From an optimization exercise on the open Yosys and OpenROAD flow, aimed at small area and a short achievable clock period; shortcuts taken in it are not production practice. In this exercise RTL edits were held to simulation tests only and were not proved equivalent to the original.

// fp_mult_top
module fp_mult_top (
     clk, rst, rnd, a, b, z, status
);
    input logic [31:0] a, b;
    input logic [2:0] rnd;
    output logic [31:0] z;
    output logic [7:0] status;
    input logic clk, rst;
    logic [25:1] x3_a;
    logic [7:0] s1_a, s2_a, s3_a, s4_a;
    logic [6:0] ng_a;
    logic [9:0] e0_a;
    logic cz_a, cnan_a, cinf_a, sticky_a;
    fp_mult_prep prep (
        .a(a), .b(b), .x3(x3_a), .s1(s1_a), .s2(s2_a), .s3(s3_a), .s4(s4_a),
        .ng(ng_a), .e0(e0_a), .cz(cz_a), .cnan(cnan_a), .cinf(cinf_a),
        .sticky(sticky_a)
    );
    logic [22:0] x1;
    logic [25:1] x31;
    logic [7:0] s11, s21, s31, s41;
    logic [6:0] ng1, ns1;    
    logic [9:0] e01;
    logic [2:0] rnd1;
    logic sticky1, sg1, cz1, cnan1, cinf1;
    always_ff @(posedge clk) begin
        x1 <= a[22:0];
        x31 <= x3_a;
        s11 <= s1_a; s21 <= s2_a; s31 <= s3_a; s41 <= s4_a;
        ng1 <= ng_a;
        ns1 <= ~ng_a;
        e01 <= e0_a;
        rnd1 <= rnd;
        sticky1 <= sticky_a;
    end
    always_ff @(posedge clk) begin
        if (rst) begin
            sg1 <= 1'b0; cz1 <= 1'b1; cnan1 <= 1'b0; cinf1 <= 1'b0;
        end else begin
            sg1 <= a[31] ^ b[31]; cz1 <= cz_a; cnan1 <= cnan_a; cinf1 <= cinf_a;
        end
    end
    logic [47:22] p_b;
    logic [2:0] ovf_b, unf_b;
    logic rne_b, incg_b, incn_b, ovinf_b, unmin_b;
    fp_mult_tree tree (
        .x(x1), .x3(x31), .s1(s11), .s2(s21), .s3(s31), .s4(s41), .ng(ng1), .ns(ns1),
        .p(p_b)
    );
    fp_mult_flags flags (
        .e0(e01), .rnd(rnd1), .s(sg1), .sticky(sticky1),
        .ovf(ovf_b), .unf(unf_b), .rne(rne_b), .incg(incg_b), .incn(incn_b),
        .ovinf(ovinf_b), .unmin(unmin_b)
    );
  ...
export LEC_CHECK = 0
export CAP_MARGIN = 20
export CORE_MARGIN = 2
export CORE_UTILIZATION = 60
export CTS_BUF_LIST = sky130_fd_sc_hd__clkbuf_4 sky130_fd_sc_hd__clkbuf_8
export SLEW_MARGIN = 20
export TNS_END_PERCENT = 0
create_clock -name core_clock -period 11.0 [get_ports {clk}]
standard.sh (not shown) runs the stock make flow with config.mk's settings and CLKGATE_MAP_FILE= SYNTH_SCRIPT=/design/flow/synth_recipe.tcl, a recipe that flattens the netlist after the stock synthesis.
==> flow/flow/run.sh <==
#!/bin/bash
# The standard layout (standard.sh) with these make settings:
#  - port buffers are sky130_fd_sc_hd__buf_1 cells
#  - SYNTH_ARGS=-noabc: Yosys synth skips its early generic ABC pass (the
#    registers and their names come out as in the standard synthesis)
#  - DONT_USE_CELLS: the platform's list, plus the slow stacked OR3/OR4/AND4
#    cells, so that mapping builds wide ORs/ANDs from NAND/NOR gates
#  - SKIP_CTS_REPAIR_TIMING=1: timing repair runs once, after global routing
set -euo pipefail
DU="sky130_fd_sc_hd__probe_p_8 sky130_fd_sc_hd__probec_p_8 sky130_fd_sc_hd__lpflow_bleeder_1 sky130_fd_sc_hd__lpflow_clkbufkapwr_1 sky130_fd_sc_hd__lpflow_clkbufkapwr_16 sky130_fd_sc_hd__lpflow_clkbufkapwr_2 sky130_fd_sc_hd__lpflow_clkbufkapwr_4 sky130_fd_sc_hd__lpflow_clkbufkapwr_8 sky130_fd_sc_hd__lpflow_clkinvkapwr_1 sky130_fd_sc_hd__lpflow_clkinvkapwr_16 sky130_fd_sc_hd__lpflow_clkinvkapwr_2 sky130_fd_sc_hd__lpflow_clkinvkapwr_4 sky130_fd_sc_hd__lpflow_clkinvkapwr_8 sky130_fd_sc_hd__lpflow_decapkapwr_12 sky130_fd_sc_hd__lpflow_decapkapwr_3 sky130_fd_sc_hd__lpflow_decapkapwr_4 sky130_fd_sc_hd__lpflow_decapkapwr_6 sky130_fd_sc_hd__lpflow_decapkapwr_8 sky130_fd_sc_hd__lpflow_inputiso0n_1 sky130_fd_sc_hd__lpflow_inputiso0p_1 sky130_fd_sc_hd__lpflow_inputiso1n_1 sky130_fd_sc_hd__lpflow_inputiso1p_1 sky130_fd_sc_hd__lpflow_inputisolatch_1 sky130_fd_sc_hd__lpflow_isobufsrc_1 sky130_fd_sc_hd__lpflow_isobufsrc_16 sky130_fd_sc_hd__lpflow_isobufsrc_2 sky130_fd_sc_hd__lpflow_isobufsrc_4 sky130_fd_sc_hd__lpflow_isobufsrc_8 sky130_fd_sc_hd__lpflow_isobufsrckapwr_16 sky130_fd_sc_hd__lpflow_lsbuf_lh_hl_isowell_tap_1 sky130_fd_sc_hd__lpflow_lsbuf_lh_hl_isowell_tap_2 sky130_fd_sc_hd__lpflow_lsbuf_lh_hl_isowell_tap_4 sky130_fd_sc_hd__lpflow_lsbuf_lh_isowell_4 sky130_fd_sc_hd__lpflow_lsbuf_lh_isowell_tap_1 sky130_fd_sc_hd__lpflow_lsbuf_lh_isowell_tap_2 sky130_fd_sc_hd__lpflow_lsbuf_lh_isowell_tap_4"
DU="$DU sky130_fd_sc_hd__or4_1 sky130_fd_sc_hd__or4_2 sky130_fd_sc_hd__or4_4"
DU="$DU sky130_fd_sc_hd__or4b_1 sky130_fd_sc_hd__or4b_2 sky130_fd_sc_hd__or4b_4"
DU="$DU sky130_fd_sc_hd__or4bb_1 sky130_fd_sc_hd__or4bb_2 sky130_fd_sc_hd__or4bb_4"
DU="$DU sky130_fd_sc_hd__or3_1 sky130_fd_sc_hd__or3_2 sky130_fd_sc_hd__or3_4"
DU="$DU sky130_fd_sc_hd__or3b_1 sky130_fd_sc_hd__or3b_2 sky130_fd_sc_hd__or3b_4"
DU="$DU sky130_fd_sc_hd__and4_1 sky130_fd_sc_hd__and4_2 sky130_fd_sc_hd__and4_4"
bash standard.sh SETUP_SLACK_MARGIN=5.75 "BUFFER_PORTS_ARGS=-buffer_cell sky130_fd_sc_hd__buf_1" \
    "SYNTH_ARGS=-noabc" "DONT_USE_CELLS=$DU" SKIP_CTS_REPAIR_TIMING=1 finish > standard_make.log 2>&1
==> next run, changes <==
--- a/flow/flow/run.sh
+++ b/flow/flow/run.sh
@@ -3 +3 @@
-#  - port buffers are sky130_fd_sc_hd__buf_1 cells
+#  - port buffers are sky130_fd_sc_hd__buf_2 cells
@@ -8 +7,0 @@
-#  - SKIP_CTS_REPAIR_TIMING=1: timing repair runs once, after global routing
@@ -17,2 +16,2 @@
-bash standard.sh SETUP_SLACK_MARGIN=5.75 "BUFFER_PORTS_ARGS=-buffer_cell sky130_fd_sc_hd__buf_1" \
-    "SYNTH_ARGS=-noabc" "DONT_USE_CELLS=$DU" SKIP_CTS_REPAIR_TIMING=1 finish > standard_make.log 2>&1
+bash standard.sh SETUP_SLACK_MARGIN=5.75 "BUFFER_PORTS_ARGS=-buffer_cell sky130_fd_sc_hd__buf_2" \
+    "SYNTH_ARGS=-noabc" "DONT_USE_CELLS=$DU" finish > standard_make.log 2>&1
Settings changed: CORE_UTILIZATION 60 to 66, TNS_END_PERCENT 0 to default.
The new run completed without violations.
Wire length increases by 10%.
Final cell count increases by 0.52%.
Global-route usage increases by 6.2 points.
Cell area increases by 3.5%.
Register-to-register slack degrades by 20 ps.

==> re-timing with driven ports <==
The results above use ideal ports. As a check the final layouts listed here were re-extracted and re-timed, cells and wires unchanged. Step 1, drivers: a clkbuf_16 drives clk and a buf_2 each remaining input, both assumed. Step 2, shift: input delay + t, output delay - t, t = (earliest + latest rising clock arrival at the registers) / 2. This alone moves slack from input paths to output paths. a / b / c = ideal ports / drivers / drivers and shift; a / b = the first two.
run	shift t [ns]	setup slack, ns	hold WS [ns]	worst setup path after step 2	slew at the worst register clock pin (ns)
the first run	0.529	5.746 / 5.746 / 5.746	0.379 / 0.379 / 0.379	register to register	0.10 / 0.10
the second run	0.542	5.731 / 5.731 / 5.731	0.377 / 0.377 / 0.377	register to register	0.10 / 0.10
After both steps setup and hold are still met in every run listed.
